Background: an optimization exercise with open tools, aiming at small area, a short achievable clock period and few clock cycles per item. Do not read the settings as production practice.
Function was checked by simulation only, so behaviour that the tests miss may differ from the original.

// xoodoo_nc
module xoodoo_nc #(
    parameter [5:0] CUT = 6'b100101
) (
    input         clk,
    input         rst,    
    input         dv,
    input  [95:0] state,
    output [95:0] out,
    output        out_valid
);
Size in the first run: about 1400 cells after synthesis, ~200 I/O pins, roughly 0.015 mm^2 of cells after synthesis.
==> flow/config.mk <==
export PLATFORM = sky130hd
export DESIGN_NAME = xoodoo_nc
export DESIGN_NICKNAME = xoodoo_nc
export VERILOG_FILES = /design/flow/design.v
export SDC_FILE = /design/flow/constraint.sdc
export NUM_CORES = 4
export LEC_CHECK = 0
export CAP_MARGIN = 20
export CORE_MARGIN = 2
export CORE_UTILIZATION = 40
export CTS_CLUSTER_DIAMETER = 100
export CTS_CLUSTER_SIZE = 25
export SETUP_SLACK_MARGIN = 4.4
export SLEW_MARGIN = 20
export SYNTH_HIERARCHICAL = 1
==> flow/constraint.sdc <==
create_clock -name core_clock -period 7.0 [get_ports {clk}]
set_input_delay 1.4000 -clock core_clock [delete_from_list [all_inputs] [get_ports {clk}]]
set_output_delay 1.4000 -clock core_clock [all_outputs]
set_load 0.01 [all_outputs]
standard.sh (not shown) runs the stock make flow with config.mk's settings and CLKGATE_MAP_FILE= SYNTH_SCRIPT=/design/flow/synth_recipe.tcl, a recipe that flattens the netlist after the stock synthesis.
==> flow/flow/run.sh <==
#!/bin/bash
# The standard layout, with plain buffers (not delay cells) on the ports.
set -euo pipefail
bash standard.sh "BUFFER_PORTS_ARGS=-buffer_cell sky130_fd_sc_hd__buf_2" finish > standard.log 2>&1
The baseline ran to the end with no violations.
Testbench counts at the start, summed over its fixed seeds: cycles 16,016, items 16,000.
Rerun with:
Settings changed: CTS_CLUSTER_DIAMETER 100 to unset, CTS_CLUSTER_SIZE 25 to unset, SETUP_SLACK_MARGIN 4.4 to 4.5.
- The new run completed with no timing, DRC or antenna violations
- final area came out higher by 5.4%
- global-route usage went up by 0.46 points
- setup slack improves by 0.071 ns
- first-iteration DRC count stays the same
- non-clock buffer count grows by 12
- hold slack gets worse by 0.0046 ns
- final cell count is higher by 1.9%
- synthesized cell count does not change
- maximum frequency rose by about 3%
- die area is unchanged
Rerun with:
==> flow/flow/run.sh (replaced) <==
#!/bin/bash
# The standard layout, with plain buffers (not delay cells) on the ports.
set -euo pipefail
bash standard.sh "BUFFER_PORTS_ARGS=-buffer_cell sky130_fd_sc_hd__buf_1" finish > standard.log 2>&1
Settings changed: SETUP_SLACK_MARGIN 4.5 to unset.
The changed run produced a clean layout.
Core utilization is lower by 4.1 points.
Die area does not change.
Final area is lower by 8.0%.
Maximum frequency is lower by 13%.
Setup slack loses 0.36 ns.
Wire length is lower by 0.93%.
First-iteration DRC count is higher by 19%.
Final cell count is lower by 1.0%.
Area after synthesis is unchanged.
Rerun with:
==> flow/flow/run.sh (replaced) <==
#!/bin/bash
# The standard layout, with plain buffers (not delay cells) on the ports.
set -euo pipefail
bash standard.sh "BUFFER_PORTS_ARGS=-buffer_cell sky130_fd_sc_hd__buf_2" finish > standard.log 2>&1
Settings changed: CTS_BUF_LIST set to sky130_fd_sc_hd__clkbuf_8, SETUP_SLACK_MARGIN set to 4.5.
Effect: Core utilization increases by 4.5 points; worst setup slack improves by 0.36 ns; routed wire length rose by about 1.4%; cell count increases by about 2.4%; global-route usage climbs by 0.32 points; synthesized area is unchanged.
Rerun with:
==> flow/flow/run.sh (replaced) <==
#!/bin/bash
# The standard layout, with plain buffers (not delay cells) on the ports and
# no dummy loads in the clock tree.
set -euo pipefail
bash standard.sh "BUFFER_PORTS_ARGS=-buffer_cell sky130_fd_sc_hd__buf_2" \
  "CTS_ARGS=-sink_clustering_enable -repair_clock_nets -dont_use_dummy_load -sink_clustering_size 30 -sink_clustering_max_diameter 120" \
  finish > standard.log 2>&1
Settings changed: CTS_BUF_LIST sky130_fd_sc_hd__clkbuf_8 to unset.
Non-clock buffer count stays the same.
Utilization falls by 2.1 points.
Worst hold slack gains 0.0079 ns.

========
Starting RTL as in the previous note.
clock: 7.0 ns
lec_check: 0
cap_margin: 20
core_margin: 2
core_utilization: 40
cts_cluster_diameter: 120
cts_cluster_size: 30
setup_slack_margin: 4.5
slew_margin: 20
synth_hierarchical: 1
==> flow/flow/run.sh <==
#!/bin/bash
# The standard layout, with plain buffers (not delay cells) on the ports.
set -euo pipefail
bash standard.sh "BUFFER_PORTS_ARGS=-buffer_cell sky130_fd_sc_hd__buf_2" finish > standard.log 2>&1
Testbench counts at the start, summed over its fixed seeds: cycles 16,016, items 16,000.
Then changed:
Settings changed: CORE_UTILIZATION 40 to 55, CTS_CLUSTER_DIAMETER 120 to 100, CTS_CLUSTER_SIZE 30 to 25, PLACE_DENSITY set to 0.65.
What happened: Setup slack got worse by 41 ps; via count came out higher slightly; maximum frequency is lower slightly; routed wire length drops by a few percent; worst hold slack loses 14 ps; final cell count drops by a little under a tenth; utilization increases by 18 points; flip-flop and latch count is unchanged.
Then changed:
Settings changed: CORE_UTILIZATION 55 to 40, PLACE_DENSITY 0.65 to 0.8.
The changed run passed the timing, DRC and antenna checks. Flip-flop and latch count is unchanged. Maximum frequency came out higher by about 1.5%. Wire length came out higher by 6.6%. Core utilization came out lower by 18 points. Cell count came out higher by about 9%. Worst hold slack is better by 7.1 ps. Final area came out higher by 2.4%.
Then changed:
Settings changed: PLACE_DENSITY 0.8 to unset.
Via count fell by a few percent.
Final area hardly moves.
Final cell count stays flat.

========
== v55 ==
xoodoo_nc again, from the RTL that the note above started with.
Design xoodoo_nc, start of the top module:
module xoodoo_nc #(
    parameter [5:0] CUT = 6'b100101
) (
    input         clk,
    input         rst,    
    input         dv,
    input  [95:0] state,
    output [95:0] out,
    output        out_valid
);
    localparam integer NST = CUT[0] + CUT[1] + CUT[2] + CUT[3] + CUT[4] + 1;
    wire [95:0] h [0:6];
    assign h[0] = state;
    genvar k;
    generate
        for (k = 0; k < 6; k = k + 1) begin : g_half
            wire [95:0] c;
            if (k % 2 == 0) begin : g_a
                xoo_theta #(.RC(k == 0 ? 32'h380 : k == 2 ? 32'hF0 : 32'h1A0))
                    u_theta (.s(h[k]), .o(c));
            end else begin : g_b
                xoo_chi u_chi (.s(h[k]), .o(c));
            end
            if (CUT[k] || k == 5) begin : g_reg
                reg [95:0] r;
                always @(posedge clk) r <= c;
                assign h[k+1] = r;
            end else begin : g_comb
                assign h[k+1] = c;
            end
        end
    endgenerate
    assign out = h[6];
    reg  [NST-1:0] v;
    wire [NST:0]   v_in = {v, dv};
    always @(posedge clk) begin
        if (rst) v <= {NST{1'b0}};
        else     v <= v_in[NST-1:0];
    end
    assign out_valid = v[NST-1];
endmodule
==> flow/config.mk <==
export PLATFORM = sky130hd
export DESIGN_NAME = xoodoo_nc
export DESIGN_NICKNAME = xoodoo_nc
export VERILOG_FILES = /design/flow/design.v
export SDC_FILE = /design/flow/constraint.sdc
export NUM_CORES = 4
export LEC_CHECK = 0
export CAP_MARGIN = 20
export CORE_MARGIN = 2
export CORE_UTILIZATION = 40
export CTS_CLUSTER_DIAMETER = 100
export CTS_CLUSTER_SIZE = 25
export SETUP_SLACK_MARGIN = 4.5
export SLEW_MARGIN = 20
export SYNTH_HIERARCHICAL = 1
==> flow/constraint.sdc <==
create_clock -name core_clock -period 7.0 [get_ports {clk}]
set_input_delay 1.4000 -clock core_clock [delete_from_list [all_inputs] [get_ports {clk}]]
set_output_delay 1.4000 -clock core_clock [all_outputs]
set_load 0.01 [all_outputs]
==> flow/flow/run.sh <==
#!/bin/bash
# The standard layout, with plain buffers (not delay cells) on the ports.
set -euo pipefail
bash standard.sh "BUFFER_PORTS_ARGS=-buffer_cell sky130_fd_sc_hd__buf_1" finish > standard.log 2>&1
v55 did not stop at any stage, and its layout met the timing, DRC and antenna checks.
Testbench counts of v55, summed over its fixed seeds: cycles 16,016, items 16,000.
#### Input delta (v10 over v55)
Settings: changing SETUP_SLACK_MARGIN from 4.5 to 4.6.
==> flow/flow/run.sh <==
#!/bin/bash
# The standard layout, with plain buffers (not delay cells) on the ports.
set -euo pipefail
bash standard.sh "BUFFER_PORTS_ARGS=-buffer_cell sky130_fd_sc_hd__buf_2" finish > standard.log 2>&1
--- outcome ---
- v55 -> v10: area of all sequential standard cells increased slightly
- Of v10 and v55, v10 shows the higher relative slew slack, with v55 below it.
- Diff v55 -> v10: final design instance area without fill increased by 8.2% relative to the old numbers, worst setup skew after layout moved down, count of placed standard cells in the final layout, fillers left out shows an increase of 1.3%, total overflow reported by the global router ~0 delta.
- The transition time of the tightest slew-check pin number comes out higher for v55 vs v10.
- Worst-case hold slack, v10 and v55: smaller value in v55
Input changes introduced in v18 (baseline for comparison: v10):
Settings: removing CTS_CLUSTER_DIAMETER (formerly 100); removing CTS_CLUSTER_SIZE (formerly 25); removing SETUP_SLACK_MARGIN (formerly 4.6).
==> flow/run.sh (new file) <==
#!/bin/bash
# synth_recipe.tcl (not shown) runs the flow's synth.tcl, then flattens the netlist and writes it again
# the make line also repeats each setting of config.mk as NAME=value (left out here)
make -C /OpenROAD-flow-scripts/flow DESIGN_CONFIG=/design/flow/config.mk WORK_HOME=/design/flow/orfs CLKGATE_MAP_FILE= SYNTH_SCRIPT=/design/flow/synth_recipe.tcl finish
removed: flow/flow/run.sh
removed: flow/standard.sh
--- outcome ---
In v18 relative to v10, final cell count without fillers had gone down slightly. The hold slack in v18 sits 0.0054 ns below the value recorded for v10. v18 ended up with g_half[2].g_reg.r[76] as its launch point of the worst path; v10 ended up with g_half[2].g_reg.r[51]. v18 vs. v10: overall routed net length up 1.0%, fraction of area in non-clock buffers up 3.0 points, clock latency of the later-clocked register in the worst-skew pair up 0.06 ns.
The following lists how v56 was set up differently from v18:
Settings: CTS_CLUSTER_SIZE: unset -> 25; SETUP_SLACK_MARGIN: unset -> 4.5; CTS_CLUSTER_DIAMETER: unset -> 100.
==> flow/flow/run.sh (new file) <==
#!/bin/bash
# The standard layout, with plain buffers (not delay cells) on the ports and
# no dummy loads in the clock tree.
set -euo pipefail
bash standard.sh "BUFFER_PORTS_ARGS=-buffer_cell sky130_fd_sc_hd__buf_2" \
  "CTS_ARGS=-sink_clustering_enable -repair_clock_nets -dont_use_dummy_load -sink_clustering_size 25 -sink_clustering_max_diameter 100" \
  finish > standard.log 2>&1
==> flow/standard.sh (new file) <==
#!/bin/bash
# synth_recipe.tcl (not shown) runs the flow's synth.tcl, then flattens the netlist and writes it again
# the make line also repeats each setting of config.mk as NAME=value (left out here)
make -C /OpenROAD-flow-scripts/flow DESIGN_CONFIG=/design/flow/config.mk WORK_HOME=/design/flow/orfs CLKGATE_MAP_FILE= SYNTH_SCRIPT=/design/flow/synth_recipe.tcl "${@:-finish}"
removed: flow/run.sh
Findings:
Of v56 and v18, the higher post-DP HPWL belongs to v18.
In v56, the wire length of the first global-routing pass came out 2.3 mm below the value in v18.
Sort v56 and v18 by fmax desc -> top: v56
More vias were needed by v18 than by v56.
Total standard cell area after synthesis: v18 vs v56 identical
Relative to v56, the following input files were edited for v54:
Settings: removing SETUP_SLACK_MARGIN (formerly 4.5); removing CTS_CLUSTER_SIZE (formerly 25); removing CTS_CLUSTER_DIAMETER (formerly 100).
==> flow/flow/run.sh <==
#!/bin/bash
# The standard layout, with plain buffers (not delay cells) on the ports.
set -euo pipefail
bash standard.sh "BUFFER_PORTS_ARGS=-buffer_cell sky130_fd_sc_hd__buf_2" finish > standard.log 2>&1
Notes after the runs:
Taking v56 as the reference, in v54 total length of routed met2 wires now larger; sequential share of cell area now larger.
Of the two values seen for slowest stage cell on the critical path, xnor2_1 was produced by v54 and xor2_2 by v56.
Compared v54 vs v56, and design area is down in v54.
### v54 -> v49
Settings: an added SETUP_SLACK_MARGIN of 4.5; an added PLACE_DENSITY of 0.75; a change of CORE_UTILIZATION from 40 to 60.
[summary]
- Delta (v49 minus v54): count of buffers from port buffering stayed essentially flat; total instance count after detailed placement fell by about 8%.
- | depth of the critical timing path with buffers and inverters included | lower: v54 |
- Run comparison: v49 standard cell with the maximum stage delay on the critical path xor2_1; v54 standard cell with the maximum stage delay on the critical path xnor2_1
- Lower number of nets in the final layout was reported by v54, not v49.

-- separate check: timing with driven ports --
No port has a modelled driver above. Below, the same layouts with a new extraction and two added sets of constraints. Step 1 assumes that a clkbuf_16 drives the clock port and a buf_2 every other input. Step 2 adds t to the input delays and takes it off the output delays; t is the mean of the earliest and latest rising clock arrival at the registers after step 1. Input paths then give back, and output paths get back, about the clock's delay inside the block. a / b / c = ideal / step 1 / step 2; a / b = the first two.
| run | t (ns) | setup WS [ns] | latest minus earliest clock arrival (ns) | pins driven straight from the clock port |
|---|---|---|---|---|
| the first run of note 1 | 0.555 | 4.486 / 4.486 / 4.044 | 0.027 / 0.026 | 1 |
| the second run of note 1 | 0.619 | 4.557 / 4.510 / 4.055 | 0.012 / 0.013 | 1 |
| the third run of note 1 | 0.579 | 4.193 / 4.193 / 3.946 | 0.025 / 0.025 | 1 |
| the fourth run of note 1 | 0.645 | 4.552 / 4.503 / 4.079 | 0.027 / 0.027 | 1 |
| the fifth run of note 1 | 0.546 | 4.555 / 4.555 / 4.093 | 0.017 / 0.017 | 1 |
| the first run of note 2 | 0.549 | 4.540 / 4.540 / 4.090 | 0.012 / 0.012 | 1 |
| the second run of note 2 | 0.540 | 4.498 / 4.498 / 4.048 | 0.016 / 0.015 | 1 |
| the third run of note 2 | 0.561 | 4.535 / 4.542 / 4.006 | 0.037 / 0.037 | 1 |
| the fourth run of note 2 | 0.554 | 4.538 / 4.538 / 4.067 | 0.023 / 0.023 | 1 |
| v55 | 0.554 | 4.504 / 4.504 / 4.018 | 0.040 / 0.040 | 1 |
| v10 | 0.556 | 4.618 / 4.583 / 4.105 | 0.024 / 0.024 | 1 |
| v18 | 0.615 | 4.152 / 4.125 / 3.549 | 0.019 / 0.019 | 1 |
| v56 | 0.544 | 4.551 / 4.551 / 4.051 | 0.041 / 0.042 | 1 |
| v54 | 0.621 | 4.189 / 4.189 / 4.010 | 0.013 / 0.012 | 1 |
| v49 | 0.601 | 4.436 / 4.436 / 4.064 | 0.022 / 0.022 | 1 |
After both steps setup and hold are still met in every run listed. The setup slack of v18, which loses most, moves by -0.027 ns with the drivers and by -0.603 ns with both steps.
